Source: an optimization exercise on an open RTL-to-GDS flow (aim: a short achievable clock period and few clock cycles). Production flows keep margins and buffers that such runs may drop. Only simulation tests tie the RTL to the original design; equivalence was not proved. No activity file was given, so power comes from the tool's default toggle rates.

**design/flow/config.mk**
```make
export PLATFORM = sky130hd
export DESIGN_NAME = dawn_cpu
export DESIGN_NICKNAME = dawn_cpu
export VERILOG_FILES = /design/flow/design.v
export SDC_FILE = /design/flow/constraint.sdc
export NUM_CORES = 4
export LEC_CHECK = 0
export ABC_CLOCK_PERIOD_IN_PS = 1000
export CAP_MARGIN = 20
export CORE_MARGIN = 2
export CORE_UTILIZATION = 40
export SLEW_MARGIN = 20
export TNS_END_PERCENT = 10
```
**design/flow/design.v**
```verilog
module dawn_cpu(
    input  wire        clk_i,
    input  wire        rst_n_i,
    output wire [9:0]  imem_addr_o,
    input  wire [79:0] imem_data_i,
    output wire [9:0]  dmem_addr_o,
    output wire [63:0] dmem_wdata_o,
    output wire        dmem_we_o,
    input  wire [63:0] dmem_rdata_i,
    output wire        halted_o,
    output wire [1:0]  stat_o
);
localparam [3:0] RNONE = 4'hF;
localparam [3:0] RRSP  = 4'h4;
function cond;
    input [3:0] fn;
    input [2:0] c;       
    begin
        case (fn)
            4'h0: cond = 1'b1;
            4'h1:  cond = (c[1] ^ c[0]) | c[2];
            4'h2:   cond = c[1] ^ c[0];
            4'h3:   cond = c[2];
            4'h4:  cond = ~c[2];
            4'h5:  cond = ~(c[1] ^ c[0]);
            4'h6:   cond = ~(c[1] ^ c[0]) & ~c[2];
            default: cond = 1'b0;
        endcase
    end
endfunction
reg  [9:0]  pc;
reg         pc_bad;              
reg  [10:0] ras [0:3];           
reg  [1:0]  ras_ptr;
reg         fix;                 
reg  [63:0] fix_pc;
reg  [1:0]  fix_rp;
reg         D_valid;
reg  [3:0]  D_icode, D_ifun;
reg  [3:0]  D_srcA, D_srcB, D_dstE, D_dstM;
reg  [63:0] D_valC;
reg  [10:0] D_valP;              
reg  [1:0]  D_stat;
reg         D_predT;
reg  [1:0]  D_rp;
reg  [10:0] D_rpred;
reg         E_valid;
reg  [63:0] E_a;                 
reg  [63:0] E_b;                 
reg         E_fwdA, E_fwdB;      
reg         E_sub;               
reg  [1:0]  E_op;                
reg         E_setcc, E_cmov, E_jmp, E_predT, E_mem, E_popret, E_store, E_ret;
reg  [3:0]  E_ifun, E_dstE, E_dstM;
reg  [63:0] E_sd;                
reg         E_fwdS, E_ldS;       
reg         E_ldA, E_ldB;        
reg         E_logic;             
reg  [10:0] E_valP, E_rpred;
reg  [1:0]  E_stat, E_rp;
reg  [2:0]  cc;                  
reg         M_valid;
reg  [63:0] M_valE, M_sd;
reg  [9:0]  M_addr;
reg         M_we, M_ret;
reg  [3:0]  M_dstE, M_dstM;
reg  [10:0] M_rpred;
reg  [1:0]  M_rp;
reg         M_ccp;               
reg         M_add, M_sub;
reg         M_a63, M_b63;        
reg         M_zf;                
reg         halted;
reg  [1:0]  stop_code;
reg  [63:0] rf [0:14];
wire       m_sf = M_valE[63];
wire       m_of = M_sub ? ((M_a63 != M_b63) & (M_valE[63] != M_b63)) :
                  M_add ? ((M_a63 == M_b63) & (M_valE[63] != M_a63)) : 1'b0;
wire [2:0] cc_base = (M_valid & M_ccp) ? {M_zf, m_sf, m_of} : cc;
wire [7:0]  b1 = imem_data_i[15:8];
wire [3:0]  f_icode = pc_bad ? 4'H0 : imem_data_i[7:4];
wire [3:0]  f_ifun  = pc_bad ? 4'h0  : imem_data_i[3:0];
wire [63:0] f_valC  = imem_data_i[79:16];
wire [63:0] f_dest  = imem_data_i[71:8];
wire [10:0] pc1  = {1'b0, pc} + 11'd1;
wire [10:0] pc2  = {1'b0, pc} + 11'd2;
wire [10:0] pc9  = {1'b0, pc} + 11'd9;
wire [10:0] pc10 = {1'b0, pc} + 11'd10;
wire [1:0] f_stat = pc_bad ? 2'H2 :
                    (f_icode >= 4'hC) ? 2'H3 :
                    (f_icode == 4'H0) ? 2'H1 : 2'H0;
reg [3:0] f_srcA, f_srcB, f_dstE, f_dstM;
always @(*) begin
    case (f_icode)
        4'H2, 4'H4, 4'H6, 4'HA: f_srcA = b1[7:4];
        default:                            f_srcA = RNONE;
    endcase
    case (f_icode)
        4'H4, 4'H5, 4'H6:          f_srcB = b1[3:0];
        4'H8, 4'H9, 4'HA, 4'HB:     f_srcB = RRSP;
        default:                            f_srcB = RNONE;
    endcase
    case (f_icode)
        4'H2, 4'H3, 4'H6:          f_dstE = b1[3:0];
        4'H8, 4'H9, 4'HA, 4'HB:     f_dstE = RRSP;
        default:                            f_dstE = RNONE;
    endcase
    case (f_icode)
        4'H5, 4'HB:                   f_dstM = b1[7:4];
        default:                            f_dstM = RNONE;
    endcase
end
wire D_isop = D_icode == 4'H6;
wire D_jmp  = D_icode == 4'H7;
wire f_resolv = ~(D_valid & D_isop) & ~(E_valid & E_setcc);
wire f_predT  = f_resolv ? cond(f_ifun, cc_base) : 1'b1;
wire [10:0] ras_top = ras[ras_ptr];
wire [1:0]  f_rp = (f_icode == 4'H8) ? ras_ptr + 2'd1 :
                   (f_icode == 4'H9)  ? ras_ptr - 2'd1 : ras_ptr;
reg [9:0] f_npc;
reg       f_nbad;
always @(*) begin
    case (f_icode)
        4'H7: begin
            if (f_predT) begin f_nbad = |f_dest[63:10]; f_npc = f_dest[9:0]; end
            else         begin f_nbad = pc9[10];        f_npc = pc9[9:0];    end
        end
        4'H8:  begin f_nbad = |f_dest[63:10]; f_npc = f_dest[9:0]; end
        4'H9:   begin f_nbad = ras_top[10];    f_npc = ras_top[9:0]; end
        4'H2, 4'H6, 4'HA, 4'HB:
                 begin f_nbad = pc2[10];        f_npc = pc2[9:0];    end
        4'H3, 4'H4, 4'H5:
                 begin f_nbad = pc10[10];       f_npc = pc10[9:0];   end
        default: begin f_nbad = pc1[10];        f_npc = pc1[9:0];    end
    endcase
end
wire cnd_E = cond(E_ifun, cc_base);
wire cnd_D = cond(D_ifun, cc_base);
wire [3:0] E_dstE_eff = (E_cmov & ~cnd_E) ? RNONE : E_dstE;
wire d_aluA = (D_icode == 4'H2) | D_isop;
wire d_stA  = (D_icode == 4'H4) | (D_icode == 4'HA);
reg  d_useB;
always @(*) begin
    case (D_icode)
        4'H4, 4'H5, 4'H6, 4'H8, 4'H9, 4'HA, 4'HB: d_useB = 1'b1;
        default: d_useB = 1'b0;
    endcase
end
wire eA = E_valid & (E_dstE_eff != RNONE) & (E_dstE_eff == D_srcA);
wire eB = E_valid & (E_dstE_eff != RNONE) & (E_dstE_eff == D_srcB);
wire lA = E_valid & (E_dstM != RNONE) & (E_dstM == D_srcA);
wire lB = E_valid & (E_dstM != RNONE) & (E_dstM == D_srcB);
wire d_logic = (D_icode == 4'H2) | (D_isop & D_ifun[1]);
wire stall   = D_valid & ((lA & d_aluA & ~d_logic) | (lB & d_useB & ~(D_isop & D_ifun[1])));
wire e_redir = E_valid & E_jmp & E_predT & ~cnd_E & ~halted;
wire d_redir = D_valid & D_jmp & D_predT & ~(E_valid & E_setcc) & ~cnd_D & ~halted;
wire m_retbad = M_valid & M_ret & (dmem_rdata_i != {53'b0, M_rpred});
wire kill_D = e_redir | m_retbad | halted;
wire kill_F = kill_D | d_redir | fix;
wire [63:0] rfA = (D_srcA == RNONE) ? 64'd0 : rf[D_srcA];
wire [63:0] rfB = (D_srcB == RNONE) ? 64'd0 : rf[D_srcB];
wire mMA = M_valid & (M_dstM != RNONE) & (M_dstM == D_srcA);
wire mEA = M_valid & (M_dstE != RNONE) & (M_dstE == D_srcA);
wire mMB = M_valid & (M_dstM != RNONE) & (M_dstM == D_srcB);
wire mEB = M_valid & (M_dstE != RNONE) & (M_dstE == D_srcB);
wire [63:0] valA = mMA ? dmem_rdata_i : mEA ? M_valE : rfA;
wire [63:0] valB = mMB ? dmem_rdata_i : mEB ? M_valE : rfB;
reg  [63:0] d_constA;
always @(*) begin
    case (D_icode)
        4'H3, 4'H4, 4'H5: d_constA = D_valC;
        4'H8, 4'HA:              d_constA = -64'd8;
        4'H9, 4'HB:                d_constA = 64'd8;
        default:                      d_constA = 64'd0;
    endcase
end
wire d_sub = D_isop & (D_ifun == 4'H1);
wire [63:0] opA = E_fwdA ? M_valE : E_a;
wire [63:0] opB = E_fwdB ? (M_valE ^ {64{E_sub}}) : E_b;
wire [63:0] sum = opA + opB;
wire [63:0] lgA = E_ldA ? dmem_rdata_i : opA;
wire [63:0] lgB = E_ldB ? dmem_rdata_i : opB;
wire [63:0] e_lg = (E_op == 2'd2) ? (lgA & lgB) : (E_op == 2'd3) ? (lgA ^ lgB) : lgA;
wire [63:0] e_valE = E_logic ? e_lg : (sum ^ {64{E_sub}});
wire [63:0] zx = lgA ^ lgB;
wire        zf_add = (&(zx[63:1] ~^ (lgA[62:0] | lgB[62:0]))) & ~zx[0];
wire        e_zf = (E_op == 2'd0) ? zf_add : (E_op == 2'd1) ? &zx :
                   (E_op == 2'd2) ? ~|(lgA & lgB) : ~|zx;
function adr_fault;
    input [63:0] a;
    input [63:0] b;
    reg   [10:0] lo;
    reg   [53:0] hp, ho;
    begin
        lo = {1'b0, a[9:0]} + {1'b0, b[9:0]};
        hp = a[63:10] ^ b[63:10];
        ho = a[63:10] | b[63:10];
        adr_fault = ~(&(hp[53:1] ~^ ho[52:0]) & (hp[0] == lo[10])) | (&lo[9:0]);
    end
endfunction
wire        f_add_r = adr_fault(E_a, E_b);
wire        f_add_m = adr_fault(E_a, M_valE);
wire        f_pop_r = (|E_b[63:10]) | (&E_b[9:0]);
wire        f_pop_m = (|M_valE[63:10]) | (&M_valE[9:0]);
wire        f_add = E_fwdB ? f_add_m : f_add_r;
wire        f_pop = E_fwdB ? f_pop_m : f_pop_r;
wire        e_adrerr = E_mem & (E_popret ? f_pop : f_add);
wire        e_fault  = (E_stat != 2'H0) | e_adrerr;
wire [1:0]  e_scode  = (E_stat != 2'H0) ? E_stat : 2'H2;
wire        e_go     = E_valid & ~halted & ~m_retbad;
wire [63:0] e_sd     = E_ldS ? dmem_rdata_i : E_fwdS ? M_valE : E_sd;
integer i;
always @(posedge clk_i) begin
    if (~rst_n_i) begin
        pc <= 10'd0;
        pc_bad <= 1'b0;
        ras_ptr <= 2'd0;
        for (i = 0; i < 4; i = i + 1) ras[i] <= 11'd0;
        fix <= 1'b0;
        D_valid <= 1'b0;
        E_valid <= 1'b0;
        M_valid <= 1'b0;
        M_we <= 1'b0;
        cc <= 3'b100;
        halted <= 1'b0;
        stop_code <= 2'H0;
        for (i = 0; i < 15; i = i + 1) rf[i] <= 64'd0;
    end else begin
        fix <= m_retbad;
        if (fix) begin
            pc <= fix_pc[9:0]; pc_bad <= |fix_pc[63:10]; ras_ptr <= fix_rp;
        end else if (e_redir) begin
            pc <= E_valP[9:0]; pc_bad <= E_valP[10]; ras_ptr <= E_rp;
        end else if (d_redir) begin
            pc <= D_valP[9:0]; pc_bad <= D_valP[10]; ras_ptr <= D_rp;
        end else if (~stall) begin
            pc <= f_npc; pc_bad <= f_nbad; ras_ptr <= f_rp;
        end
        if (~stall & (f_icode == 4'H8)) ras[ras_ptr + 2'd1] <= pc9;
        D_valid <= stall ? (D_valid & ~kill_D) : ~kill_F;
        E_valid <= D_valid & ~stall & ~kill_D;
        M_valid <= e_go & ~e_fault;
        M_we <= e_go & ~e_fault & E_store;
        if (e_go & e_fault & ~halted) stop_code <= e_scode;
        if (e_go & e_fault) halted <= 1'b1;
        if (M_valid & M_ccp) cc <= {M_zf, m_sf, m_of};
        if (M_valid) begin
            if (M_dstE != RNONE) rf[M_dstE] <= M_valE;
            if (M_dstM != RNONE) rf[M_dstM] <= dmem_rdata_i;
        end
    end
end
always @(posedge clk_i) begin
    fix_pc <= dmem_rdata_i;
    fix_rp <= M_rp;
    if (~stall) begin
        D_icode <= f_icode;
        D_ifun  <= f_ifun;
        D_srcA  <= f_srcA;
        D_srcB  <= f_srcB;
        D_dstE  <= f_dstE;
        D_dstM  <= f_dstM;
        D_valC  <= f_valC;
        D_valP  <= pc9;
        D_stat  <= f_stat;
        D_predT <= f_predT;
        D_rp    <= f_rp;
        D_rpred <= ras_top;
    end
    E_a     <= d_aluA ? valA : d_constA;
    E_b     <= d_useB ? (valB ^ {64{d_sub}}) : 64'd0;
    E_fwdA  <= eA & d_aluA;
    E_ldA   <= lA & d_aluA;
    E_ldB   <= lB & d_useB;
    E_logic <= d_logic;
    E_fwdB  <= eB & ~lB & d_useB;
    E_fwdS  <= eA & ~lA & d_stA;
    E_ldS   <= lA & d_stA;
    E_sub   <= d_sub;
    E_op    <= D_isop ? D_ifun[1:0] : 2'd0;
    E_setcc <= D_isop;
    E_cmov  <= D_icode == 4'H2;
    E_jmp   <= D_jmp;
    E_predT <= D_predT;
    E_mem   <= (D_icode == 4'H4) | (D_icode == 4'H5) | (D_icode == 4'H8) |
               (D_icode == 4'H9) | (D_icode == 4'HA) | (D_icode == 4'HB);
    E_popret <= (D_icode == 4'H9) | (D_icode == 4'HB);
    E_store <= (D_icode == 4'H4) | (D_icode == 4'H8) | (D_icode == 4'HA);
    E_ret   <= D_icode == 4'H9;
    E_ifun  <= D_ifun;
    E_dstE  <= D_dstE;
    E_dstM  <= D_dstM;
    E_sd    <= (D_icode == 4'H8) ? {53'd0, D_valP} : valA;
    E_valP  <= D_valP;
    E_rpred <= D_rpred;
    E_stat  <= D_stat;
    E_rp    <= D_rp;
    M_valE  <= e_valE;
    M_sd    <= e_sd;
    M_addr  <= E_popret ? opB[9:0] : sum[9:0];
    M_ret   <= E_ret;
    M_dstE  <= E_dstE_eff;
    M_dstM  <= E_dstM;
    M_rpred <= E_rpred;
    M_rp    <= E_rp;
    M_ccp   <= E_setcc;
    M_zf    <= e_zf;
    M_add   <= E_setcc & (E_op == 2'd0) & ~E_sub;
    M_sub   <= E_setcc & E_sub;
    M_a63   <= opA[63];
    M_b63   <= opB[63] ^ E_sub;    
end
assign imem_addr_o  = pc;
assign dmem_addr_o  = M_addr;
assign dmem_wdata_o = M_sd;
assign dmem_we_o    = M_we;
assign halted_o     = halted;
assign stat_o       = stop_code;
endmodule
```
**design/flow/standard.sh**
```bash
#!/bin/bash
# synth_recipe.tcl (not shown) runs the flow's synth.tcl, then flattens the netlist and writes it again
# the make line also repeats each setting of config.mk as NAME=value (left out here)
make -C /OpenROAD-flow-scripts/flow DESIGN_CONFIG=/design/flow/config.mk WORK_HOME=/design/flow/orfs CLKGATE_MAP_FILE= SYNTH_SCRIPT=/design/flow/synth_recipe.tcl "${@:-finish}"
```
**design/flow/constraint.sdc**
```tcl
create_clock -name core_clock -period 10.0 [get_ports {clk_i}]
set_input_delay 2.0000 -clock core_clock [delete_from_list [all_inputs] [get_ports {clk_i}]]
set_output_delay 2.0000 -clock core_clock [all_outputs]
set_load 0.01 [all_outputs]
```
**design/flow/flow/run.sh**
```bash
#!/bin/bash
# Standard layout (the standard.sh), with timing repair aiming well
# below the clock period and sized port buffers. Each tool's output goes
# to standard.log.
export SETUP_SLACK_MARGIN=7
export BUFFER_PORTS_ARGS="-buffer_cell sky130_fd_sc_hd__buf_4"
bash standard.sh > standard.log 2>&1
```
==> run summary, run 1 <==
The last weighted congestion value of the routability-driven placer came out at 1.01. The leakage power figure came out at 44.1 nW. The library cell used most frequently in the layout, excluding fill and tap cells, is sky130_fd_sc_hd__edfxtp_1. The share of layout cells above drive strength 1 is 27.4%.

The number of antenna violations at the first check in global routing is 38. The standard-cell row count came out at 182. The worst setup slack after placement is 4050 ps.

STA classifies the critical path endpoint as a flop. Of all nets on the critical path, the largest fanout is 13. The tool flagged a number of max-cap violations equal to 0. The DRC violation count after routing came out at 0. The starting utilization of the core area came out at 40.2%. The synthesized netlist devotes 15.7% of its cell area to compound gates. The ratio of routed vias to standard cells is 6.84.

After clock tree synthesis, the clock-pin slew on the worst setup and hold paths is 70 ps. The routed wire length per instance came out at 39.4 um. The share of the clock period used by the worst path came out at 39.2%.

The sequential area share after synthesis is 46.2%. The die covers 252000 sq um. The average instance area after synthesis is 11.9 sq um. At the end of the flow, the number of nets in the layout was 8916. The run finished with no timing, DRC or antenna violations.

After synthesis, the largest family of logic cells by area is multiplexers. The source-to-sink clock delay at the later pin of the worst-skew pair is 920 ps. For this design, the CTS-stage hold fixing added 0 buffers. The yosys synthesis warning count is 1.

The remaining global-route overflow is 0. Per report_power, the clock group accounts for 31.7% of the total. The chip width is 502 um. The arrival time of data at the critical path endpoint came out at 4710 ps. The total of flip-flops plus latches after synthesis came out at 1697. The pin slew with the least headroom to its limit is 1280 ps.

The number of hold violations in the final report is 0. The final worst-path setup slack is 6080 ps. Net switching is 35.5% of the power. The deepest level of the CTS H-tree is 4.

The count of buffers added on input and output ports is 233. The clock passes through at most 3 buffers. Summed over all instances, the cell type with the most area after synthesis is sky130_fd_sc_hd__edfxtp_1. The proportion of netlist area held by the largest area contributor is 35.9%. Adding up every negative setup slack in the final design gives 0 ps. The area share of and/or/nand/nor cells after synthesis came out at 7.19%. The core region area came out at 246000 sq um. In this run the power density over the cells is 191 nW/um^2.

The combinational fraction of design power came out at 30.5%. The number of setup violations in the final report is 0. The aggregate global-route resource usage came out at 35.8%. The adder and majority cell fraction of the synthesized area came out at 4.09%. The sequential power share came out at 37.8%.

The kind of launch point of the worst setup path is a flop. The share of the synthesized netlist area taken by xor and xnor gates came out at 4.05%. The first-pass GRT wire length came out at 626 mm. The area of the mapped netlist came out at 99100 sq um.

The distinct cell type count of the synthesized netlist is 85. The total iterations of the first detailed-routing run is 9. The die is 502 um tall.

By area the synthesized netlist is led by sky130_fd_sc_hd__edfxtp_1 (36%), sky130_fd_sc_hd__mux4_2 (15%), sky130_fd_sc_hd__dfxtp_1 (10%). Multiplexer cells account for 17.5% of the synthesized area. The first routing iteration left 14085 violations. The total length of routed wires came out at 471 mm. TritonCTS built the clock tree. The worst path needs 3920 ps of the cycle, external delays included. The number of nets with antenna violations after routing came out at 0. The library cells used most frequently in the layout, excluding fill and tap cells, are sky130_fd_sc_hd__edfxtp_1 (1183), sky130_fd_sc_hd__a22o_1 (964), sky130_fd_sc_hd__mux4_2 (651). At the worst endpoint, the required time is 10790 ps.

The number of clock sinks seen by CTS came out at 1697. The worst ir drop on vdd is 0.000166 V. The async set-reset flop share out of synthesis is 0%. The internal power of the cells totals 14.6 mW. The final setup skew is 80.6 ps.

The min-delay analysis places its worst path in the category flop to flop. Counting the buffers created by CTS gives 190. The kind of critical path is flop to flop.

The dominant register cell in the synthesized netlist is sky130_fd_sc_hd__edfxtp_1. The number of top-level design ports came out at 234. Setup repair after global routing could not meet its margin everywhere. Derived from the worst setup path, the maximum achievable clock frequency is 255 MHz. The cell at the root of the clock tree is sky130_fd_sc_hd__clkbuf_16. The worst slew slack as a fraction of its limit came out at 14.9%.

Yosys mapped a number of flops with a built-in enable equal to 1183. Once detailed placement completed, the half-perimeter wirelength came to 286 mm. The pin count of the biggest net entering global routing came out at 105. The via count of the first global-routing pass came out at 77205. The count of pins over their slew limit came out at 0. The detailed-route via count came out at 81760. The gate count of the mapped netlist came out at 8351. The net load switching power came out at 8.06 mW. The core occupancy in the finished layout came out at 48.4%. Compared with the post-synthesis result, the final layout area differs by 20.3%.
[metal layers]
layer	up-vias	GRT usage, %	part of all wire [%]
met2	7053	51.4	42
met4	32	22.4	8.0
met5	-	0.270	0.070
li1	32138	-	-
met3	1626	14.2	15
met1	40911	44.8	35
[synth_stat cells, drive strengths merged (7+ instances only)]
master   count
edfxtp    1183
a22o       964
clkbuf     838
mux4       651
nand2      571
dfxtp      514
o21ai      495
inv        395
xnor2      375
ha         318
nor2       298
a21oi      209
mux2i      173
nor2b      150
nor4       143
buf        135
nand4       88
xor2        83
mux2        81
a22oi       70
a21o        69
a221o       69
nand3       61
nor3        47
o211ai      39
nand2b      30
a31oi       28
a211oi      20
and2        20
nand3b      19
o21bai      19
and3        17
or3         14
o21a        11
o22ai        9
or2          9
a211o        8
o31ai        8
or4          8
a2111oi      7
a221oi       7
nor3b        7
o2111ai      7
o31a         7
[area by class of cell]
type,instances,area [sq um]
Antenna cell,24,60.1
Clock buffer,249,5260
Clock inverter,108,1040
Fill cell,21528,127000
Inverter,395,1510
Multi-Input combinational cell,5359,51800
Sequential cell,1697,45900
Tap cell,3312,4140
Timing Repair Buffer,805,9480
Timing Repair inverter,1,8.76
[power by group through the flow]
stage          clock network [mW]  logic, mW  registers (mW)
4_1_cts                      7.20       6.43            8.56
3_5_place_dp                    0       5.77            8.70
3_3_place_gp                    0       5.76            8.68
5_1_grt                      7.48       7.03            8.63
6_report                     7.20       6.92            8.59
2_1_floorplan                   0       3.53            8.50
[worst max-delay path, stage by stage, from the launching register on]
cell	delay, ps
sky130_fd_sc_hd__dfxtp_4	440
sky130_fd_sc_hd__buf_8	180
sky130_fd_sc_hd__mux2_2	400
sky130_fd_sc_hd__ha_2	420
sky130_fd_sc_hd__nand2_1	90
sky130_fd_sc_hd__nor2_2	170
sky130_fd_sc_hd__nor4_4	80
sky130_fd_sc_hd__a211o_1	320
sky130_fd_sc_hd__a2111o_1	570
sky130_fd_sc_hd__a2111oi_4	410
sky130_fd_sc_hd__buf_6	210
sky130_fd_sc_hd__o21ai_4	70
sky130_fd_sc_hd__and3_4	180
sky130_fd_sc_hd__o31a_1	250
[metrics by stage]
stage               std cells  area [sq um]  hold WS, ps  power, mW
finish                  11950        119000          327       22.7
global route            11928        119000          331       23.1
CTS                     11802        117000          326       22.2
floorplan                8414         99500          310       12.0
detailed placement      11200        104000          312       14.5
global placement        11197        104000          313       14.4
[kinds of logic after synthesis]
group           Yosys count
compound gates         2105
xor+xnor                458
fa+ha+maj               322
buf+inv                1368
flops                  1697
mux                     905
other cells               1
simple gates           1495
[sequential cells by signal (all words and copies together), names as in the netlist, 10 cells and up, named ones only]
register / cells
rf: 1024
D_valC: 64
E_a: 64
E_b: 64
E_sd: 64
M_sd: 64
M_valE: 64
fix_pc: 64
ras: 44
D_rpred: 11
D_valP: 11
E_rpred: 11
E_valP: 11
M_rpred: 11
M_addr: 10
pc: 10
[timing repair]
item                       in CTS  in global routing
buffers inserted              190                103
pin swaps                     130                111
gates resized for setup       828                291
setup endpoints to repair    2447               2131
cloned                         55                 19
[worst paths after layout]
check                      from                  to  slack [ps]  cells past startpoint
min reg2reg  E_rpred[8]$_DFF_P_  M_rpred[8]$_DFF_P_         330                      0
max              E_fwdA$_DFF_P_  M_valE[47]$_DFF_P_        6080                     13
min          E_rpred[8]$_DFF_P_  M_rpred[8]$_DFF_P_         330                      0
max reg2reg      E_fwdA$_DFF_P_  M_valE[47]$_DFF_P_        6080                     13
Testbench counts, summed over its fixed seeds: cycles 30,644.
==> run 2: changes to the inputs <==
--- a/design/flow/design.v
+++ b/design/flow/design.v
@@ -61,6 +61,7 @@
 reg  [2:0]  cc;                  
 reg         M_valid;
 reg  [63:0] M_valE, M_sd;
+reg  [63:0] M_valEn;             
 reg  [9:0]  M_addr;
 reg         M_we, M_ret;
 reg  [3:0]  M_dstE, M_dstM;
@@ -176,7 +177,7 @@
 end
 wire d_sub = D_isop & (D_ifun == 4'H1);
 wire [63:0] opA = E_fwdA ? M_valE : E_a;
-wire [63:0] opB = E_fwdB ? (M_valE ^ {64{E_sub}}) : E_b;
+wire [63:0] opB = ~E_fwdB ? E_b : E_sub ? M_valEn : M_valE;
 wire [63:0] sum = opA + opB;
 wire [63:0] lgA = E_ldA ? dmem_rdata_i : opA;
 wire [63:0] lgB = E_ldB ? dmem_rdata_i : opB;
@@ -296,6 +297,7 @@
     E_stat  <= D_stat;
     E_rp    <= D_rp;
     M_valE  <= e_valE;
+    M_valEn <= ~e_valE;
     M_sd    <= e_sd;
     M_addr  <= E_popret ? opB[9:0] : sum[9:0];
     M_ret   <= E_ret;
==> run 2 against run 1 <==
Critical path depth up 4; utilization is 0.10 points lower; via count about the same; sequential share of layout area is 0.47 points higher; final cell count up 2.1%; count of clock-buffer cells in the layout is 12 higher; critical path type unchanged; critical endpoint is now M_valE[48]$_DFF_P_; highest routed layer unchanged.
==> run summary, run 2 <==
The sequential area share after synthesis is 46.9%. The die is 505 um tall. The kind of launch point of the worst setup path is a flop.

The first global-routing pass estimated 609 mm of wire. In the final design database the tool counted 9126 nets. The H-tree was split into 4 levels. The final setup skew is 51.1 ps. The pin count of the biggest net entering global routing is 115. Derived from the worst setup path, the maximum achievable clock frequency is 257 MHz. The library cell used most frequently in the layout, excluding fill and tap cells, is sky130_fd_sc_hd__edfxtp_1.

The count of pins over their slew limit is 0. The detailed-route via count came out at 81807. The via count of the first global-routing pass came out at 76170. The worst hold path begins at E_rpred[7]$_DFF_P_. The routed wire length per instance came out at 38.3 um. For this run, the detailed router's first-pass iteration total came to 8. The ratio of routed vias to standard cells came out at 6.71. The total length of routed wires is 467 mm. By count the netlist is led by sky130_fd_sc_hd__edfxtp_1 (1183), sky130_fd_sc_hd__a22o_1 (961), sky130_fd_sc_hd__clkbuf_1 (834). The count of flip-flops with a built-in enable after synthesis came out at 1183.

The combined buffer and inverter count along the critical path is 4. The number of antenna violations at the first check in global routing came out at 38. The worst hold path was traced through 0 stages.

The largest driver fanout on the critical path came out at 13. The initialized floorplan defines 184 standard-cell rows. The worst setup path is captured at a flop.

The HPWL reported at the end of detailed placement is 284 mm. The chip width is 505 um. The average instance area after synthesis is 11.8 sq um.

The path length in cells of the critical path came out at 17. The number of nets with antenna violations after routing is 0. The clock-pin slew on the worst setup and hold paths is 70 ps. IR analysis of the VDD net gives a maximum drop of 0.000172 V.

The area growth from synthesis to layout is 20.5%. The cell family contributing the most delay on the critical path is compound AO/OA/AOI/OAI gates. The last weighted congestion value of the routability-driven placer is 1.01. The distinct cell type count of the synthesized netlist is 82. The final design instance area without fill came out at 121000 sq um. After the first detailed-routing iteration, the DRC count stood at 12847.

The proportion of netlist area held by the largest area contributor came out at 35.3%. For this design the ratio of total power to cell area is 181 nW/um^2. For this run, the number of Yosys warnings is 1.

The run finished with no timing, DRC or antenna violations. The arrival time of data at the critical path endpoint came out at 4620 ps. The CTS buffer count is 193. The kind of critical path is flop to flop.

The remaining global-route overflow is 0. Traced cell by cell, the critical path runs through buf_8 -> buf_12 -> buf_16 -> nand2_1 -> o211ai_1 -> o21ai_2 -> inv_1 -> ha_4 -> nand2_2 -> a211oi_2 -> a21oi_4 -> a211o_4 -> a311o_2 -> a21boi_2 -> o21ai_2 -> and3_4 -> or3_1. The sequential cells in the finished layout cover a total of 47200 sq um. At the pin with the least slew margin, the transition time is 1170 ps.

The number of buffers between clock root and the deepest sink came out at 3. The number of clock sinks seen by CTS is 1761. Max-cap violations in this run came to 0. The async set-reset flop share out of synthesis came out at 0%. The core region area is 251000 sq um.

The source-to-sink clock delay at the later pin of the worst-skew pair came out at 900 ps. Pin placement for this block handled 234 I/O pins. The slowest stage of the critical path is the sky130_fd_sc_hd__a311o_2 cell. The area of the mapped netlist is 101000 sq um.

The number of hold violations in the final report is 0. The number of setup violations in the final report is 0. The largest single stage delay on the critical path is 520 ps. TritonCTS built the clock tree. Among all cell types in the netlist, the one instantiated most often is sky130_fd_sc_hd__edfxtp_1. The aggregate global-route resource usage came out at 34.0%. The cell that appears most often on the critical path is sky130_fd_sc_hd__o21ai_2.

Leaving out filler cells and counting taps, the final layout contains 12196. In this run the critical register-to-register path is captured at M_valE[48]$_DFF_P_. The starting utilization of the core area came out at 40.1%.

The min-delay analysis places its worst path in the category flop to flop. The worst slew slack as a fraction of its limit is 21.9%. For hold timing, the worst endpoint is M_rpred[7]$_DFF_P_. The time the final worst path needs with I/O delays and setup came out at 3890 ps. Setup repair after global routing could not meet its margin everywhere. More flip-flops sit in one register than any other, and that register is rf.

Tracing the worst setup path back leads to its startpoint at E_sub$_DFF_P_. The gate count of the mapped netlist came out at 8537. Cells with a size suffix above 1 make up 26.8% of the layout. The die area is 255000 sq um.

The dominant register cell in the synthesized netlist is sky130_fd_sc_hd__edfxtp_1. The count of buffers inserted at the top-level ports is 233. The data required time of the worst path is 10730 ps. The DRC violation count after routing came out at 0.

The tree is rooted in a sky130_fd_sc_hd__clkbuf_16. The total chip power came out at 22.0 mW. The synthesized design spends more area on one cell type than any other, namely sky130_fd_sc_hd__edfxtp_1. The share of the clock period used by the worst path came out at 38.9%.

The post-place instance area came out at 105000 sq um. The startpoint identified for the worst register-to-register timing path is E_sub$_DFF_P_. The cell total after placement came out at 11412. The filler cells instantiated in the layout total 22006. The core occupancy in the finished layout came out at 48.3%.

The aggregate negative setup slack is 0 ps. Measured in cells, the most critical reg-to-reg path has a length of 17. Leaving out fill and tap cells, the most frequent cells in the layout are sky130_fd_sc_hd__edfxtp_1 (1183), sky130_fd_sc_hd__a22o_1 (961), sky130_fd_sc_hd__mux4_2 (651).

The total of flip-flops plus latches after synthesis came out at 1761. The multi-input logic area is 51600 sq um. Across all register-to-register paths, the minimum setup slack is 6110 ps.

After synthesis, the cell types taking the most area are sky130_fd_sc_hd__edfxtp_1 (35%), sky130_fd_sc_hd__mux4_2 (15%), sky130_fd_sc_hd__dfxtp_1 (12%). The leakage power figure is 45.2 nW. The flip-flop count of the largest register after layout is 1024.
==> run 2: changes by cell type after synthesis, moves of 54 or more <==
cell | before | now
sky130_fd_sc_hd__a21oi_1 | 209 | 323
sky130_fd_sc_hd__o21a_1 | 11 | 96
sky130_fd_sc_hd__nor2b_1 | 150 | 34
sky130_fd_sc_hd__xnor2_1 | 375 | 225
sky130_fd_sc_hd__dfxtp_1 | 514 | 578
sky130_fd_sc_hd__nand2b_1 | 30 | 84
sky130_fd_sc_hd__o21ai_1 | 77 | 0
sky130_fd_sc_hd__xor2_1 | 83 | 172
sky130_fd_sc_hd__a221o_1 | 69 | 2
==> run 2: cell type report <==
class | count | area share (%)
timing repair buffer | 815 | 8.20
antenna | 17 | 0.0351
clock inverter | 106 | 0.895
multi-input combinational | 5447 | 42.6
inverter | 441 | 1.39
clock buffer | 261 | 4.43
sequential | 1761 | 39.0
tap | 3348 | 3.46
==> run 2: worst max-delay path by stage <==
stage                                       to  slack, ps
final                       M_valE[48]$_DFF_P_       6110
after global routing        M_valE[48]$_DFF_P_       6040
after CTS                         M_zf$_DFF_P_       6130
after detailed placement  rf[12][56]$_DFFE_PP_       4170
after global placement    rf[12][56]$_DFFE_PP_       4220
after floorplan            rf[10][0]$_DFFE_PP_       4020
==> run 2: cells by family (layout without fill, tap and decap cells) <==
| logic type | after synthesis | in the layout | share of synthesized area, % |
|---|---|---|---|
| other cells | 1 | 81 | 0.00373 |
| buf+inv | 1404 | 1623 | 5.31 |
| xor+xnor | 397 | 397 | 3.46 |
| flops | 1761 | 1761 | 46.9 |
| mux | 935 | 935 | 17.5 |
| compound gates | 2209 | 2210 | 15.9 |
| simple gates | 1505 | 1516 | 6.93 |
| fa+ha+maj | 325 | 325 | 4.06 |
==> run 2: power by group <==
| group | switching (mW) | internal [mW] |
|---|---|---|
| Combinational | 3.64 | 2.06 |
| Sequential | 0.500 | 8.35 |
| Clock | 3.24 | 4.16 |
| Total | 7.39 | 14.6 |
==> run 2: metal layers <==
layer / share of wire [%] / track usage [%]
met1: 36 / 44.1
met2: 42 / 49.0
met3: 15 / 12.3
met4: 7.4 / 19.0
met5: 0.018 / 0
==> run 2: what timing repair did <==
action | CTS | global route
buffers inserted | 136 | 161
hold buffers | 0 | 0
pin swaps | 79 | 160
gates resized for setup | 531 | 562
cloned | 62 | 39
setup endpoints to repair | 2560 | 2250
==> run 2: stage by stage <==
step	setup WS (ps)	hold WS, ps
final	6110	326
after global routing	6040	330
after global placement	4220	311
after CTS	6130	325
after floorplan	4020	310
after detailed placement	4170	313
Testbench counts of run 2, summed over its fixed seeds: cycles 30,644.
==> run 3: changes to the inputs <==
--- a/design/flow/design.v
+++ b/design/flow/design.v
@@ -40,6 +40,7 @@
 reg  [3:0]  D_srcA, D_srcB, D_dstE, D_dstM;
 reg  [63:0] D_valC;
 reg  [10:0] D_valP;              
+reg  [10:0] D_alt;               
 reg  [1:0]  D_stat;
 reg         D_predT;
 reg  [1:0]  D_rp;
@@ -56,7 +57,7 @@
 reg         E_fwdS, E_ldS;       
 reg         E_ldA, E_ldB;        
 reg         E_logic;             
-reg  [10:0] E_valP, E_rpred;
+reg  [10:0] E_valP, E_rpred, E_alt;
 reg  [1:0]  E_stat, E_rp;
 reg  [2:0]  cc;                  
 reg         M_valid;
@@ -114,7 +115,8 @@
 wire D_isop = D_icode == 4'H6;
 wire D_jmp  = D_icode == 4'H7;
 wire f_resolv = ~(D_valid & D_isop) & ~(E_valid & E_setcc);
-wire f_predT  = f_resolv ? cond(f_ifun, cc_base) : 1'b1;
+wire f_predT  = f_resolv ? cond(f_ifun, cc_base) : (f_ifun != 4'h3);
+wire [10:0] f_alt = f_predT ? pc9 : {|f_dest[63:10], f_dest[9:0]};
 wire [10:0] ras_top = ras[ras_ptr];
 wire [1:0]  f_rp = (f_icode == 4'H8) ? ras_ptr + 2'd1 :
                    (f_icode == 4'H9)  ? ras_ptr - 2'd1 : ras_ptr;
@@ -153,8 +155,8 @@
 wire lB = E_valid & (E_dstM != RNONE) & (E_dstM == D_srcB);
 wire d_logic = (D_icode == 4'H2) | (D_isop & D_ifun[1]);
 wire stall   = D_valid & ((lA & d_aluA & ~d_logic) | (lB & d_useB & ~(D_isop & D_ifun[1])));
-wire e_redir = E_valid & E_jmp & E_predT & ~cnd_E & ~halted;
-wire d_redir = D_valid & D_jmp & D_predT & ~(E_valid & E_setcc) & ~cnd_D & ~halted;
+wire e_redir = E_valid & E_jmp & (E_predT ^ cnd_E) & ~halted;
+wire d_redir = D_valid & D_jmp & ~(E_valid & E_setcc) & (D_predT ^ cnd_D) & ~halted;
 wire m_retbad = M_valid & M_ret & (dmem_rdata_i != {53'b0, M_rpred});
 wire kill_D = e_redir | m_retbad | halted;
 wire kill_F = kill_D | d_redir | fix;
@@ -231,9 +233,9 @@
         if (fix) begin
             pc <= fix_pc[9:0]; pc_bad <= |fix_pc[63:10]; ras_ptr <= fix_rp;
         end else if (e_redir) begin
-            pc <= E_valP[9:0]; pc_bad <= E_valP[10]; ras_ptr <= E_rp;
+            pc <= E_alt[9:0]; pc_bad <= E_alt[10]; ras_ptr <= E_rp;
         end else if (d_redir) begin
-            pc <= D_valP[9:0]; pc_bad <= D_valP[10]; ras_ptr <= D_rp;
+            pc <= D_alt[9:0]; pc_bad <= D_alt[10]; ras_ptr <= D_rp;
         end else if (~stall) begin
             pc <= f_npc; pc_bad <= f_nbad; ras_ptr <= f_rp;
         end
@@ -263,6 +265,7 @@
         D_dstM  <= f_dstM;
         D_valC  <= f_valC;
         D_valP  <= pc9;
+        D_alt   <= f_alt;
         D_stat  <= f_stat;
         D_predT <= f_predT;
         D_rp    <= f_rp;
@@ -282,7 +285,7 @@
     E_setcc <= D_isop;
     E_cmov  <= D_icode == 4'H2;
     E_jmp   <= D_jmp;
-    E_predT <= D_predT;
+    E_predT <= D_predT ^ d_redir;    
     E_mem   <= (D_icode == 4'H4) | (D_icode == 4'H5) | (D_icode == 4'H8) |
                (D_icode == 4'H9) | (D_icode == 4'HA) | (D_icode == 4'HB);
     E_popret <= (D_icode == 4'H9) | (D_icode == 4'HB);
@@ -293,6 +296,7 @@
     E_dstM  <= D_dstM;
     E_sd    <= (D_icode == 4'H8) ? {53'd0, D_valP} : valA;
     E_valP  <= D_valP;
+    E_alt   <= D_alt;
     E_rpred <= D_rpred;
     E_stat  <= D_stat;
     E_rp    <= D_rp;
==> run 3 against run 2 <==
Largest cell class unchanged; non-clock buffer count grew 24; sequential share of layout area barely moved; register-to-register slack lost 190 ps; combinational power increased by 28%; highest routed layer unchanged; synthesized cell count rose by 0.60%; setup slack got worse by 190 ps; die area grew 0.53%.
==> run summary, run 3 <==
The tightest min-delay check is of the flop to flop type. The stage delay of the slowest cell on the critical path is 490 ps. The data required time of the worst path is 10780 ps.

The number of placed instances, taps included, is 11453. Each instance of the synthesized netlist takes up on average 11.8 sq um. The total iterations of the first detailed-routing run came out at 9. The synthesized netlist contains 88 unique library cells. The CTS buffer count came out at 197. The arrival time of data at the critical path endpoint came out at 4850 ps.

No sink is reached through more buffers than the 3 on the longest clock path. The cell at the root of the clock tree is sky130_fd_sc_hd__clkbuf_16. The hold-critical path endpoint is M_rpred[1]$_DFF_P_.

The count of buffers added on input and output ports is 233. The cell depth of the worst min-delay path is 0. The first-pass GRT wire length is 608 mm. Across all register-to-register paths, the minimum setup slack is 5930 ps.

Leaving out fill and tap cells, the most frequent cell in the layout is sky130_fd_sc_hd__edfxtp_1. The standard-cell row count came out at 184. After routing the design area is 122000 sq um.

The count of pins over their slew limit came out at 0. The gate count of the mapped netlist is 8588. Walking the worst path, the cells encountered are buf_12 -> buf_16 -> o211ai_1 -> o21ai_0 -> inv_1 -> ha_4 -> nand4_1 -> or4_4 -> or4_1 -> o32a_1 -> and3_4 -> o21ai_4 -> a31oi_4 -> mux2_4 -> or2_1.

On the final layout, the worst clock skew is 76.3 ps. The largest driver fanout on the critical path came out at 14. The number of top-level design ports came out at 234. The number of antenna violations at the first check in global routing came out at 45.

The DRC violation count after routing came out at 0. More flip-flops sit in one register than any other, and that register is rf. The kind of end point of the critical path is a flop. The worst register-to-register path begins at E_sub$_DFF_P_.

The worst setup path is launched from a flop. The flip-flop count of the largest register after layout came out at 1024. The die area came out at 257000 sq um. For this design the static power due to leakage is 45.7 nW. TritonCTS built the clock tree.

The area of the mapped netlist is 101000 sq um. The time the final worst path needs with I/O delays and setup came out at 4070 ps. The die is 507 um tall. The count of flip-flops with a built-in enable after synthesis is 1194. The detailed-route via count came out at 82731.

For the worst flop-to-flop path, the logic depth is 15. The aggregate negative setup slack came out at 0 ps. The number of design-rule violations left by the first detailed-router iteration came out at 13274. The dominant register cell in the synthesized netlist is sky130_fd_sc_hd__edfxtp_1. In this run the horizontal extent of the chip is 507 um. Synthesis inferred 1772 register bits.

The last weighted congestion value of the routability-driven placer is 1.02. The startpoint identified for the worst hold timing path is E_rpred[1]$_DFF_P_. The number of hold violations in the final report is 0. The sequential area share after synthesis is 46.9%. The routed wire length per instance is 38.7 um.

Setup repair after global routing could not meet its margin everywhere. Global routing used 33.7% of the available tracks across all layers. The share of layout cells above drive strength 1 came out at 26.5%. The worst pin sits at a relative slew slack of 8.40%. The areal power density over the cells came out at 199 nW/um^2. After detailed routing, the number of vias per cell comes to 6.74.

The clock-pin slew on the worst setup and hold paths is 60 ps. The final net count came out at 9204. The filler-free cell count of the finished design came out at 12274. The via count of the first global-routing pass is 76416.

The async set-reset flop share out of synthesis came out at 0%. The share of the clock period used by the worst path is 40.7%. The most common cell in the netlist is sky130_fd_sc_hd__edfxtp_1. By area the synthesized netlist is led by sky130_fd_sc_hd__edfxtp_1 (35%), sky130_fd_sc_hd__mux4_2 (15%), sky130_fd_sc_hd__dfxtp_1 (11%). The total length of routed wires is 475 mm.

The cell with the largest stage delay on the worst path is sky130_fd_sc_hd__or4_4. The layout-stage area growth over the synthesis result is 20.5%. The number of clock sinks seen by CTS is 1772. At the pin with the least slew margin, the transition time is 1370 ps. The flow ran to the end and the layout has no timing, DRC or antenna violations. The total chip power came out at 24.2 mW.

The proportion of netlist area held by the largest area contributor came out at 35.5%. The number of nets with antenna violations after routing is 0. The number of hold buffers added after CTS was 0. The endpoint identified for the worst register-to-register timing path is M_valE[60]$_DFF_P_. In this run the number of H-tree levels came out at 4. In the synthesized netlist, the cells that appear most often are sky130_fd_sc_hd__edfxtp_1 (1194), sky130_fd_sc_hd__a22o_1 (961), sky130_fd_sc_hd__clkbuf_1 (834).

The max-cap violation count came out at 0. For this run, the number of Yosys warnings is 1. The remaining global-route overflow came out at 0. The worst ir drop on vdd came out at 0.000147 V. The source-to-sink clock delay at the later pin of the worst-skew pair came out at 910 ps. In this run the standard cell core region covers 251000 sq um. The starting utilization of the core area is 40.2%. The number of filler instances in the final layout came out at 22047. The fmax came out at 246 MHz. sky130_fd_sc_hd__edfxtp_1 takes more of the synthesized area than any other cell.

The number of setup violations in the final report is 0. The post-place instance area came out at 106000 sq um. The pin count of the biggest net entering global routing is 98. The kind of critical path is flop to flop. In the layout the commonest cells are sky130_fd_sc_hd__edfxtp_1 (1194), sky130_fd_sc_hd__a22o_1 (961), sky130_fd_sc_hd__mux4_2 (651). The HPWL reported at the end of detailed placement came out at 290 mm.
run 3: cell types whose count changed after synthesis, sizes merged, moves of 23 or more:
cell	previous run	this run
nor2b	34	94
a21o	45	68
mux2i	188	162
nand2	621	588
a22oi	68	8
xnor2	225	323
a21oi	324	387
xor2	172	85
run 3: per-layer routing:
metal	wire, um	vias up	global-route usage (%)
met4	35600	30	18.4
li1	-	32861	-
met3	68900	1438	12.4
met5	659	-	0.370
met1	168000	41663	42.9
met2	202000	6739	49.7
run 3: worst max-delay path by stage:
| stage | from | to | slack, ps | cells after the start |
|---|---|---|---|---|
| after floorplan | rst_n_i | rf[13][0]$_DFFE_PP_ | 4160 | 4 |
| after global placement | dmem_rdata_i[42] | stop_code[1]$_SDFFE_PN0P_ | 4160 | 8 |
| after detailed placement | dmem_rdata_i[42] | stop_code[1]$_SDFFE_PN0P_ | 4190 | 8 |
| after CTS | M_dstM[3]$_DFF_P_ | E_a[23]$_DFF_P_ | 5990 | 8 |
| after global routing | E_sub$_DFF_P_ | M_valE[60]$_DFF_P_ | 5870 | 17 |
| final | E_sub$_DFF_P_ | M_valE[60]$_DFF_P_ | 5930 | 15 |
run 3: what timing repair did:
| action | 4_1_cts | 5_1_grt |
|---|---|---|
| setup endpoints to repair | 2580 | 2467 |
| buffers inserted | 137 | 196 |
| cloned | 34 | 65 |
| resized for setup | 519 | 482 |
| pin swaps | 119 | 76 |
run 3: power breakdown:
group	leakage (nW)	internal (mW)	switching (mW)	total (mW)
Clock	3.32	4.44	3.29	7.73
Combinational	25.2	2.60	4.69	7.29
Sequential	17.1	8.54	0.654	9.20
run 3: final cells by class:
cell class	count	area, sq um	area share, %
diodes	18	45.0	0.0370
clock buffers	266	5580	4.58
clock inverters	104	1290	1.06
inverters	429	1650	1.35
multi-input cells	5496	51700	42.4
flip-flops and latches	1772	47500	39.0
well taps	3348	4190	3.44
repair buffers	839	9840	8.08
repair inverters	2	17.5	0.0144
run 3: cells by family after synthesis:
logic type | count (synthesis) | synth area share, %
flops | 1772 | 46.9
fa+ha+maj | 323 | 4.02
xor+xnor | 408 | 3.54
mux | 901 | 17.1
buf+inv | 1395 | 5.22
other cells | 1 | 0.00371
simple gates | 1562 | 7.35
compound gates | 2226 | 15.8
run 3: metrics by stage:
stage / worst slack (ps) / util (%) / hold slack (ps)
after global routing: 5870 / 48.4 / 331
after CTS: 5990 / 46.3 / 326
after floorplan: 4160 / - / 310
final: 5930 / 48.4 / 326
after detailed placement: 4190 / 42.0 / 312
after global placement: 4160 / 42.0 / 311
run 3: critical path, delay by kind of cell (launching register included):
family,cells,cell delay [ps]
simple gates,5,1580
compound gates,5,700
fa+ha+maj,1,330
flops,1,480
buf+inv,3,500
mux,1,330
Testbench counts of run 3, summed over its fixed seeds: cycles 30,316.
==> run 4: changes to the inputs <==
--- a/design/flow/design.v
+++ b/design/flow/design.v
@@ -48,7 +48,6 @@
 reg         E_valid;
 reg  [63:0] E_a;                 
 reg  [63:0] E_b;                 
-reg         E_fwdA, E_fwdB;      
 reg         E_sub;               
 reg  [1:0]  E_op;                
 reg         E_setcc, E_cmov, E_jmp, E_predT, E_mem, E_popret, E_store, E_ret;
@@ -62,7 +61,7 @@
 reg  [2:0]  cc;                  
 reg         M_valid;
 reg  [63:0] M_valE, M_sd;
-reg  [63:0] M_valEn;             
+reg  [63:0] M_fwdA, M_fwdB;      
 reg  [9:0]  M_addr;
 reg         M_we, M_ret;
 reg  [3:0]  M_dstE, M_dstM;
@@ -154,6 +153,8 @@
 wire lA = E_valid & (E_dstM != RNONE) & (E_dstM == D_srcA);
 wire lB = E_valid & (E_dstM != RNONE) & (E_dstM == D_srcB);
 wire d_logic = (D_icode == 4'H2) | (D_isop & D_ifun[1]);
+wire d_fwdA = eA & d_aluA;
+wire d_fwdB = eB & ~lB & d_useB;
 wire stall   = D_valid & ((lA & d_aluA & ~d_logic) | (lB & d_useB & ~(D_isop & D_ifun[1])));
 wire e_redir = E_valid & E_jmp & (E_predT ^ cnd_E) & ~halted;
 wire d_redir = D_valid & D_jmp & ~(E_valid & E_setcc) & (D_predT ^ cnd_D) & ~halted;
@@ -178,8 +179,8 @@
     endcase
 end
 wire d_sub = D_isop & (D_ifun == 4'H1);
-wire [63:0] opA = E_fwdA ? M_valE : E_a;
-wire [63:0] opB = ~E_fwdB ? E_b : E_sub ? M_valEn : M_valE;
+wire [63:0] opA = E_a | M_fwdA;
+wire [63:0] opB = E_b | M_fwdB;
 wire [63:0] sum = opA + opB;
 wire [63:0] lgA = E_ldA ? dmem_rdata_i : opA;
 wire [63:0] lgB = E_ldB ? dmem_rdata_i : opB;
@@ -201,12 +202,8 @@
         adr_fault = ~(&(hp[53:1] ~^ ho[52:0]) & (hp[0] == lo[10])) | (&lo[9:0]);
     end
 endfunction
-wire        f_add_r = adr_fault(E_a, E_b);
-wire        f_add_m = adr_fault(E_a, M_valE);
-wire        f_pop_r = (|E_b[63:10]) | (&E_b[9:0]);
-wire        f_pop_m = (|M_valE[63:10]) | (&M_valE[9:0]);
-wire        f_add = E_fwdB ? f_add_m : f_add_r;
-wire        f_pop = E_fwdB ? f_pop_m : f_pop_r;
+wire        f_add = adr_fault(opA, opB);
+wire        f_pop = (|opB[63:10]) | (&opB[9:0]);
 wire        e_adrerr = E_mem & (E_popret ? f_pop : f_add);
 wire        e_fault  = (E_stat != 2'H0) | e_adrerr;
 wire [1:0]  e_scode  = (E_stat != 2'H0) ? E_stat : 2'H2;
@@ -271,13 +268,11 @@
         D_rp    <= f_rp;
         D_rpred <= ras_top;
     end
-    E_a     <= d_aluA ? valA : d_constA;
-    E_b     <= d_useB ? (valB ^ {64{d_sub}}) : 64'd0;
-    E_fwdA  <= eA & d_aluA;
+    E_a     <= d_fwdA ? 64'd0 : d_aluA ? valA : d_constA;
+    E_b     <= (d_useB & ~d_fwdB) ? (valB ^ {64{d_sub}}) : 64'd0;
     E_ldA   <= lA & d_aluA;
     E_ldB   <= lB & d_useB;
     E_logic <= d_logic;
-    E_fwdB  <= eB & ~lB & d_useB;
     E_fwdS  <= eA & ~lA & d_stA;
     E_ldS   <= lA & d_stA;
     E_sub   <= d_sub;
@@ -301,7 +296,8 @@
     E_stat  <= D_stat;
     E_rp    <= D_rp;
     M_valE  <= e_valE;
-    M_valEn <= ~e_valE;
+    M_fwdA  <= d_fwdA ? e_valE : 64'd0;
+    M_fwdB  <= d_fwdB ? (e_valE ^ {64{d_sub}}) : 64'd0;
     M_sd    <= e_sd;
     M_addr  <= E_popret ? opB[9:0] : sum[9:0];
     M_ret   <= E_ret;
==> run 4 against run 3 <==
Synthesized cell count is 1.5% lower; total power is 2.0% lower; sequential share of layout area is 0.23 points lower; utilization is 1.6 points higher; combinational power is 7.4% lower; critical path type is now input port to flop; critical path depth is 7 lower; still clean; cell area is 3.2% higher; first-iteration DRC count is 0.84% higher; area after synthesis is 0.15% lower; clock skew is 8.5 ps higher.
==> run summary, run 4 <==
The worst ir drop on vdd came out at 0.000202 V. Sequential elements use 48.2% of the synthesized area. After synthesis the netlist holds a flip-flop and latch count of 1834. Yosys attributes the largest share of cell area to sky130_fd_sc_hd__edfxtp_1 (36%), sky130_fd_sc_hd__mux4_2 (15%), sky130_fd_sc_hd__dfxtp_1 (13%). The chip width is 506 um. The most used flip-flop cell after synthesis is sky130_fd_sc_hd__edfxtp_1.

The via count of the first global-routing pass is 76518. The share of the clock period used by the worst path is 38.1%. The data required time of the worst path came out at 10780 ps. The number of hold violations in the final report is 0. The flip-flop count of the largest register after layout is 1024. The number of antenna violations at the first check in global routing is 41. The slowest stage of the critical path is the sky130_fd_sc_hd__or4_4 cell. The critical path is of the input port to flop type. Cells fill 50.1% of the core in the end. The synthesized netlist occupies a cell area of 101000 sq um. The clock reaches the later pin of the worst-skew pair after 930 ps. Counting flops with a built-in enable in the synthesized netlist gives 1194. STA classifies the critical path endpoint as a flop. The min-delay analysis places its worst path in the category flop to flop.

The number of design-rule violations left by the first detailed-router iteration came out at 13385. The die area is 256000 sq um. In this design, the stage delay of the slowest critical-path cell is 870 ps.

The worst path in the final design needs a cycle of 3810 ps, including I/O delays and setup. The CTS buffer count came out at 195. By count the netlist is led by sky130_fd_sc_hd__edfxtp_1 (1194), sky130_fd_sc_hd__a22o_1 (961), sky130_fd_sc_hd__clkbuf_1 (850). The largest register by flop count is rf. The count of pins over their slew limit came out at 0. For the pin with the worst max-slew slack, the measured transition is 1300 ps.

The H-tree generated during clock tree synthesis spans 4 levels. The gate count of the mapped netlist is 8459. The average instance area after synthesis came out at 11.9 sq um. The detailed-route via count came out at 83541. The number of setup violations in the final report came out at 0. The count of hold-fix buffers inserted at cts came out at 0. The final setup skew came out at 84.8 ps.

The areal power density over the cells came out at 189 nW/um^2. Setup repair after global routing could not meet its margin everywhere. The multi-input logic area is 53400 sq um. The library cell used most frequently in the layout, excluding fill and tap cells, is sky130_fd_sc_hd__edfxtp_1. After clock tree synthesis, the clock-pin slew on the worst setup and hold paths is 60 ps.

The max-cap violation count came out at 0. The total iterations of the first detailed-routing run is 8. The share of synthesized area in the top cell type comes to 35.5%. Traced cell by cell, the critical path runs through buf_4 -> nor4_4 -> nand4_1 -> or4_4 -> a221oi_4 -> o221ai_2 -> nand4_1 -> a21oi_1. The remaining global-route overflow is 0. The cell at the root of the clock tree is sky130_fd_sc_hd__clkbuf_16. The arrival time of data at the critical path endpoint is 4590 ps. Buffers placed on the I/O ports in this run total 233.

The area occupied by registers came out at 48800 sq um. The die boundary height came out at 506 um. The synthesized design spends more area on one cell type than any other, namely sky130_fd_sc_hd__edfxtp_1. The most common cell in the netlist is sky130_fd_sc_hd__edfxtp_1. For this design the static power due to leakage is 46.4 nW. For this run, design rule violations remaining after detail routing come to 0.

The library cells used most frequently in the layout, excluding fill and tap cells, are sky130_fd_sc_hd__edfxtp_1 (1194), sky130_fd_sc_hd__a22o_1 (961), sky130_fd_sc_hd__mux4_2 (651). The cell repeated most along the worst path is sky130_fd_sc_hd__nand4_1. Of all flip-flops after synthesis, the portion carrying an async set or reset was 0%. Global routing consumed, over all layers together, 34.2% of the routing resources. The first-pass GRT wire length is 614 mm. The yosys synthesis warning count is 1. Adding up every negative setup slack in the final design gives 0 ps.

TritonCTS built the clock tree. The number of top-level design ports is 234. The fmax came out at 263 MHz. The standard-cell row count is 184. The largest driver fanout on the critical path is 3. The starting utilization of the core area came out at 40.2%. The flow ran to the end and the layout has no timing, DRC or antenna violations. The worst slew slack as a fraction of its limit is 13.1%. The core region area came out at 251000 sq um.

The HPWL reported at the end of detailed placement came out at 283 mm. Summed over all layers, the routed wires come to 477 mm. The filler cells instantiated in the layout total 21412. The ratio of routed vias to standard cells came out at 6.81. The netlist uses 95 different library cells. The routed wire length per instance is 38.9 um. The area growth from synthesis to layout is 24.6%. The last weighted congestion value of the routability-driven placer is 1.02. Cells with a size suffix above 1 make up 33.2% of the layout.

The number of nets with antenna violations after routing is 0. The final net count came out at 9116. The number of clock sinks seen by CTS came out at 1834.

The kind of launch point of the worst setup path is an input port. Entering global routing, the biggest net connects 101 pins. The number of buffers between clock root and the deepest sink came out at 3.
run 4: cell types whose count changed in the layout (fill, tap and decap cells not counted), moves of 44 or more:
| cell | previous run | this run |
|---|---|---|
| sky130_fd_sc_hd__inv_1 | 416 | 305 |
| sky130_fd_sc_hd__o21ai_0 | 327 | 170 |
| sky130_fd_sc_hd__o21ai_1 | 65 | 21 |
| sky130_fd_sc_hd__dfxtp_1 | 540 | 599 |
| sky130_fd_sc_hd__nor2_1 | 312 | 481 |
| sky130_fd_sc_hd__or2_4 | 11 | 69 |
| sky130_fd_sc_hd__or2_2 | 10 | 64 |
| sky130_fd_sc_hd__buf_4 | 550 | 646 |
| sky130_fd_sc_hd__nand2_1 | 570 | 377 |
| sky130_fd_sc_hd__nor4_1 | 112 | 62 |
| sky130_fd_sc_hd__ha_4 | 32 | 89 |
| sky130_fd_sc_hd__ha_1 | 272 | 134 |
run 4: cell type report:
type,count,share of cell area (%)
antenna,25,0.0498
clock buffer,272,4.36
clock inverter,94,0.904
inverter,347,1.12
multi-input combinational,5363,42.5
sequential,1834,38.8
tap,3348,3.33
timing repair buffer,983,8.98
run 4: through the flow:
step / hold slack (ps) / power, mW / std cells / instance area (sq um) / worst slack (ps)
after detailed placement: 312 / 14.5 / 11298 / 105000 / 3870
after floorplan: 310 / 12.3 / 8522 / 101000 / 3980
after global routing: 331 / 24.1 / 12251 / 126000 / 6290
after CTS: 326 / 22.4 / 11844 / 117000 / 6330
final: 327 / 23.7 / 12266 / 126000 / 6190
after global placement: 310 / 14.5 / 11298 / 105000 / 3860
run 4: power by group:
group,total (mW),internal (mW),switching (mW)
logic,6.75,2.69,4.05
clock network,7.60,4.20,3.40
registers,9.39,8.66,0.737
run 4: worst paths after layout:
check | from | end | slack (ps) | cells past startpoint
min reg2reg | M_rp[0]$_DFF_P_ | fix_rp[0]$_DFF_P_ | 330 | 0
max reg2reg | M_fwdB[1]$_SDFF_PN0_ | M_valE[37]$_DFF_P_ | 6360 | 12
min | M_rp[0]$_DFF_P_ | fix_rp[0]$_DFF_P_ | 330 | 0
max | imem_data_i[68] | pc_bad$_SDFFE_PN0N_ | 6190 | 8
run 4: repair_timing:
action,CTS,global route
resized for setup,606,1040
cloned,36,51
pin swaps,81,270
endpoints found under the setup margin,2631,2063
buffers inserted,144,346
run 4: critical path, delay by kind of cell:
kind	cells	cell delay, ps
buffers and inverters	1	120
AOI/OAI and AO/OA	3	490
and+or+nand+nor	4	1970
run 4: cell families (layout without fill, tap and decap cells):
family	Yosys count	after routing	share of synthesized area (%)
adders and majority gates	247	247	3.07
and+or+nand+nor	1704	1712	8.18
muxes	916	916	17.3
other	1	89	0.00372
buffers and inverters	1334	1696	5.07
xor gates and xnor gates	376	376	3.28
AOI/OAI and AO/OA	2047	2048	14.9
DFF	1834	1834	48.2
run 4: per-layer routing:
layer | GRT usage (%) | routed length, um | vias to the layer above | share of wire [%]
met5 | 0 | 194 | - | 0.041
met3 | 10.5 | 68700 | 1697 | 14
met2 | 50.0 | 202000 | 7174 | 42
met1 | 43.8 | 167000 | 42099 | 35
li1 | - | - | 32541 | -
met4 | 22.5 | 39500 | 30 | 8.3
Testbench counts of run 4, summed over its fixed seeds: cycles 30,316.
==> run 5: changes to the inputs <==
--- a/design/flow/design.v
+++ b/design/flow/design.v
@@ -124,10 +124,10 @@
 always @(*) begin
     case (f_icode)
         4'H7: begin
-            if (f_predT) begin f_nbad = |f_dest[63:10]; f_npc = f_dest[9:0]; end
+            if (f_predT) begin f_nbad = 1'b0;           f_npc = f_dest[9:0]; end
             else         begin f_nbad = pc9[10];        f_npc = pc9[9:0];    end
         end
-        4'H8:  begin f_nbad = |f_dest[63:10]; f_npc = f_dest[9:0]; end
+        4'H8:  begin f_nbad = 1'b0;           f_npc = f_dest[9:0]; end
         4'H9:   begin f_nbad = ras_top[10];    f_npc = ras_top[9:0]; end
         4'H2, 4'H6, 4'HA, 4'HB:
                  begin f_nbad = pc2[10];        f_npc = pc2[9:0];    end
@@ -161,6 +161,11 @@
 wire m_retbad = M_valid & M_ret & (dmem_rdata_i != {53'b0, M_rpred});
 wire kill_D = e_redir | m_retbad | halted;
 wire kill_F = kill_D | d_redir | fix;
+wire f_tgt   = (f_icode == 4'H8) | ((f_icode == 4'H7) & f_predT);
+wire tgt_bad = |f_dest[63:10];
+wire pc_bad_n0 = fix ? |fix_pc[63:10] : e_redir ? E_alt[10] : d_redir ? D_alt[10] :
+                 ~stall ? f_nbad : pc_bad;
+wire pc_bad_n  = pc_bad_n0 | (~fix & ~e_redir & ~d_redir & ~stall & f_tgt & tgt_bad);
 wire [63:0] rfA = (D_srcA == RNONE) ? 64'd0 : rf[D_srcA];
 wire [63:0] rfB = (D_srcB == RNONE) ? 64'd0 : rf[D_srcB];
 wire mMA = M_valid & (M_dstM != RNONE) & (M_dstM == D_srcA);
@@ -227,14 +232,15 @@
         for (i = 0; i < 15; i = i + 1) rf[i] <= 64'd0;
     end else begin
         fix <= m_retbad;
+        pc_bad <= pc_bad_n;
         if (fix) begin
-            pc <= fix_pc[9:0]; pc_bad <= |fix_pc[63:10]; ras_ptr <= fix_rp;
+            pc <= fix_pc[9:0]; ras_ptr <= fix_rp;
         end else if (e_redir) begin
-            pc <= E_alt[9:0]; pc_bad <= E_alt[10]; ras_ptr <= E_rp;
+            pc <= E_alt[9:0]; ras_ptr <= E_rp;
         end else if (d_redir) begin
-            pc <= D_alt[9:0]; pc_bad <= D_alt[10]; ras_ptr <= D_rp;
+            pc <= D_alt[9:0]; ras_ptr <= D_rp;
         end else if (~stall) begin
-            pc <= f_npc; pc_bad <= f_nbad; ras_ptr <= f_rp;
+            pc <= f_npc; ras_ptr <= f_rp;
         end
         if (~stall & (f_icode == 4'H8)) ras[ras_ptr + 2'd1] <= pc9;
         D_valid <= stall ? (D_valid & ~kill_D) : ~kill_F;
--- a/design/flow/config.mk
+++ b/design/flow/config.mk
@@ -10,4 +10,4 @@
 export CORE_MARGIN = 2
 export CORE_UTILIZATION = 40
 export SLEW_MARGIN = 20
-export TNS_END_PERCENT = 10
+export TNS_END_PERCENT = 25
==> run 5 against run 4 <==
Flip-flop and latch count unchanged; die area down 0.67%; routed wire length up 2.6%; critical endpoint is now M_we$_SDFF_PN0_; global-route usage up 1.0 points; highest routed layer unchanged; largest power group unchanged; maximum frequency up 2.1%; combinational power down 16%.
==> run summary, run 5 <==
The run finished with no timing, DRC or antenna violations. The path type of the worst min-delay path is flop to flop. The count of buffers added on input and output ports is 233. In the synthesized netlist, the number of instances is 8378. The async set-reset flop share out of synthesis came out at 0%. The kind of end point of the critical path is a flop. Setup violations remaining at the end of the flow were counted as 0. The die area came out at 255000 sq um. Along the worst path, the maximum fanout reaches 2. The multiplexer area fraction after synthesis is 17.5%. The cell at the root of the clock tree is sky130_fd_sc_hd__clkbuf_16. TritonCTS built the clock tree. The deepest level of the CTS H-tree is 4.

The number of top-level design ports came out at 234. Hold repair after CTS inserted 0 buffers. The library cell used most frequently in the layout, excluding fill and tap cells, is sky130_fd_sc_hd__edfxtp_1. Counting flops per register, the top entry is rf. The layout-stage area growth over the synthesis result is 28.3%.

The DRC violation count after routing is 0. The analysis attributes to cell leakage a power of 47.5 nW. The chip width is 505 um.

The max-cap violation count is 0. The starting utilization of the core area came out at 40.3%. The average instance in the mapped netlist occupies 12.0 sq um. The post-place instance area is 104000 sq um. Synthesis inferred 1834 register bits. After the last flow step, the layout net total stands at 9100. The die is 505 um tall. The via count of the first global-routing pass is 77542. The cell total after placement is 11188. TritonCTS created 198 clock buffers. For the worst setup path, the data required time is 10860 ps. The region available for standard cell placement spans 249000 sq um.

The clock-pin slew on the worst setup and hold paths came out at 70 ps. The worst slew slack as a fraction of its limit came out at 9.06%. Setup repair after global routing could not meet its margin everywhere. The aggregate negative setup slack is 0 ps. The share of the clock period used by the worst path is 37.3%. Fill cells in the final layout number 20765. IR analysis of the VDD net gives a maximum drop of 0.000158 V. Sorting the synthesized cells by how often they occur yields sky130_fd_sc_hd__edfxtp_1 (1194), sky130_fd_sc_hd__a22o_1 (961), sky130_fd_sc_hd__clkbuf_1 (812). The total iterations of the first detailed-routing run came out at 11. The detailed-route via count came out at 83400. The pin count of the biggest net entering global routing is 78. Counting cells, the worst reg-to-reg path comes to 10. The pin slew with the least headroom to its limit is 1350 ps. Based on the critical path, the design can be clocked at up to 268 MHz. Summing all non-filler instances in the final layout gives an area of 129000 sq um.

The ratio of routed vias to standard cells is 6.82.
==> run 5: cells by family after synthesis <==
logic type | Yosys count
xor+xnor | 401
mux | 923
simple gates | 1741
flops | 1834
compound gates | 1918
buf+inv | 1312
fa+ha+maj | 248
other cells | 1
==> run 5: cell type report <==
class / instances / area, sq um / share of cell area, %
clock inverters: 88 / 1210 / 0.940
repair inverters: 4 / 37.5 / 0.0292
repair buffers: 1025 / 13300 / 10.3
flip-flops and latches: 1834 / 48800 / 37.9
well taps: 3330 / 4170 / 3.24
diodes: 14 / 35.0 / 0.0272
clock buffers: 288 / 5870 / 4.57
inverters: 337 / 1350 / 1.05
multi-input cells: 5308 / 53800 / 41.9
==> run 5: stage by stage <==
step	setup WS [ps]	utilization (%)	total power [mW]
finish	6270	51.7	22.9
CTS	6310	49.1	22.1
global placement	4060	42.0	13.4
floorplan	4140	-	11.6
global route	6270	51.7	23.3
detailed placement	4000	42.0	13.4
==> run 5: timing repair <==
action / in CTS / in global routing
gates resized for setup: 1229 / 792
setup endpoints to repair: 2577 / 1959
pin swaps: 268 / 235
gates cloned: 86 / 63
setup buffers: 292 / 209
==> run 5: metal layers <==
| layer | vias up | part of all wire, % | track usage, % |
|---|---|---|---|
| met3 | 1869 | 16 | 13.9 |
| li1 | 32196 | - | - |
| met2 | 7504 | 41 | 50.7 |
| met4 | 47 | 8.3 | 22.2 |
| met5 | - | 0.29 | 0.563 |
| met1 | 41784 | 34 | 44.1 |
==> run 5: worst max-delay path, cell delays in order, from the launching register on <==
cell and delay [ps]:
sky130_fd_sc_hd__dfxtp_1 300, sky130_fd_sc_hd__or2_4 270, sky130_fd_sc_hd__nor4_4 510, sky130_fd_sc_hd__nand4_1 360
sky130_fd_sc_hd__nor4_4 360, sky130_fd_sc_hd__o31ai_1 140, sky130_fd_sc_hd__buf_4 200, sky130_fd_sc_hd__or4_4 660
sky130_fd_sc_hd__a311oi_4 430, sky130_fd_sc_hd__and3_4 280, sky130_fd_sc_hd__and2_4 160
==> run 5: power breakdown <==
part,switching [mW],leakage (nW),internal [mW]
logic,3.34,26.4,2.35
registers,0.702,17.6,8.59
clock network,3.45,3.44,4.50
total,7.50,47.5,15.4
==> run 5: path summary, 6_finish.rpt <==
kind	from	endpoint	slack (ps)
max	M_fwdB[48]$_SDFF_PN0_	M_we$_SDFF_PN0_	6270
min	E_rpred[7]$_DFF_P_	M_rpred[7]$_DFF_P_	320
max reg2reg	M_fwdB[48]$_SDFF_PN0_	M_we$_SDFF_PN0_	6270
min reg2reg	E_rpred[7]$_DFF_P_	M_rpred[7]$_DFF_P_	320
Testbench counts of run 5, summed over its fixed seeds: cycles 30,316.

-- port drivers added, routing unchanged --
No port has a modelled driver above. Below, the same layouts with a new extraction and two added sets of constraints. Step 1 assumes that a clkbuf_16 drives the clock port and a buf_2 every other input. Step 2, shift: input delay + t, output delay - t, t = (earliest + latest rising clock arrival at the registers) / 2. This alone moves slack from input paths to output paths. Slacks: no drivers / after step 1 / after step 2; pairs: no drivers / after step 1.
run | t, ns | setup WS [ns]
run 1 | 0.972 | 6.084 / 6.084 / 5.274
run 2 | 0.981 | 6.114 / 6.114 / 5.289
run 3 | 0.980 | 5.928 / 5.928 / 5.154
run 4 | 1.002 | 6.193 / 6.219 / 5.217
run 5 | 0.985 | 6.273 / 6.273 / 5.323
After both steps setup and hold are still met in every run listed.
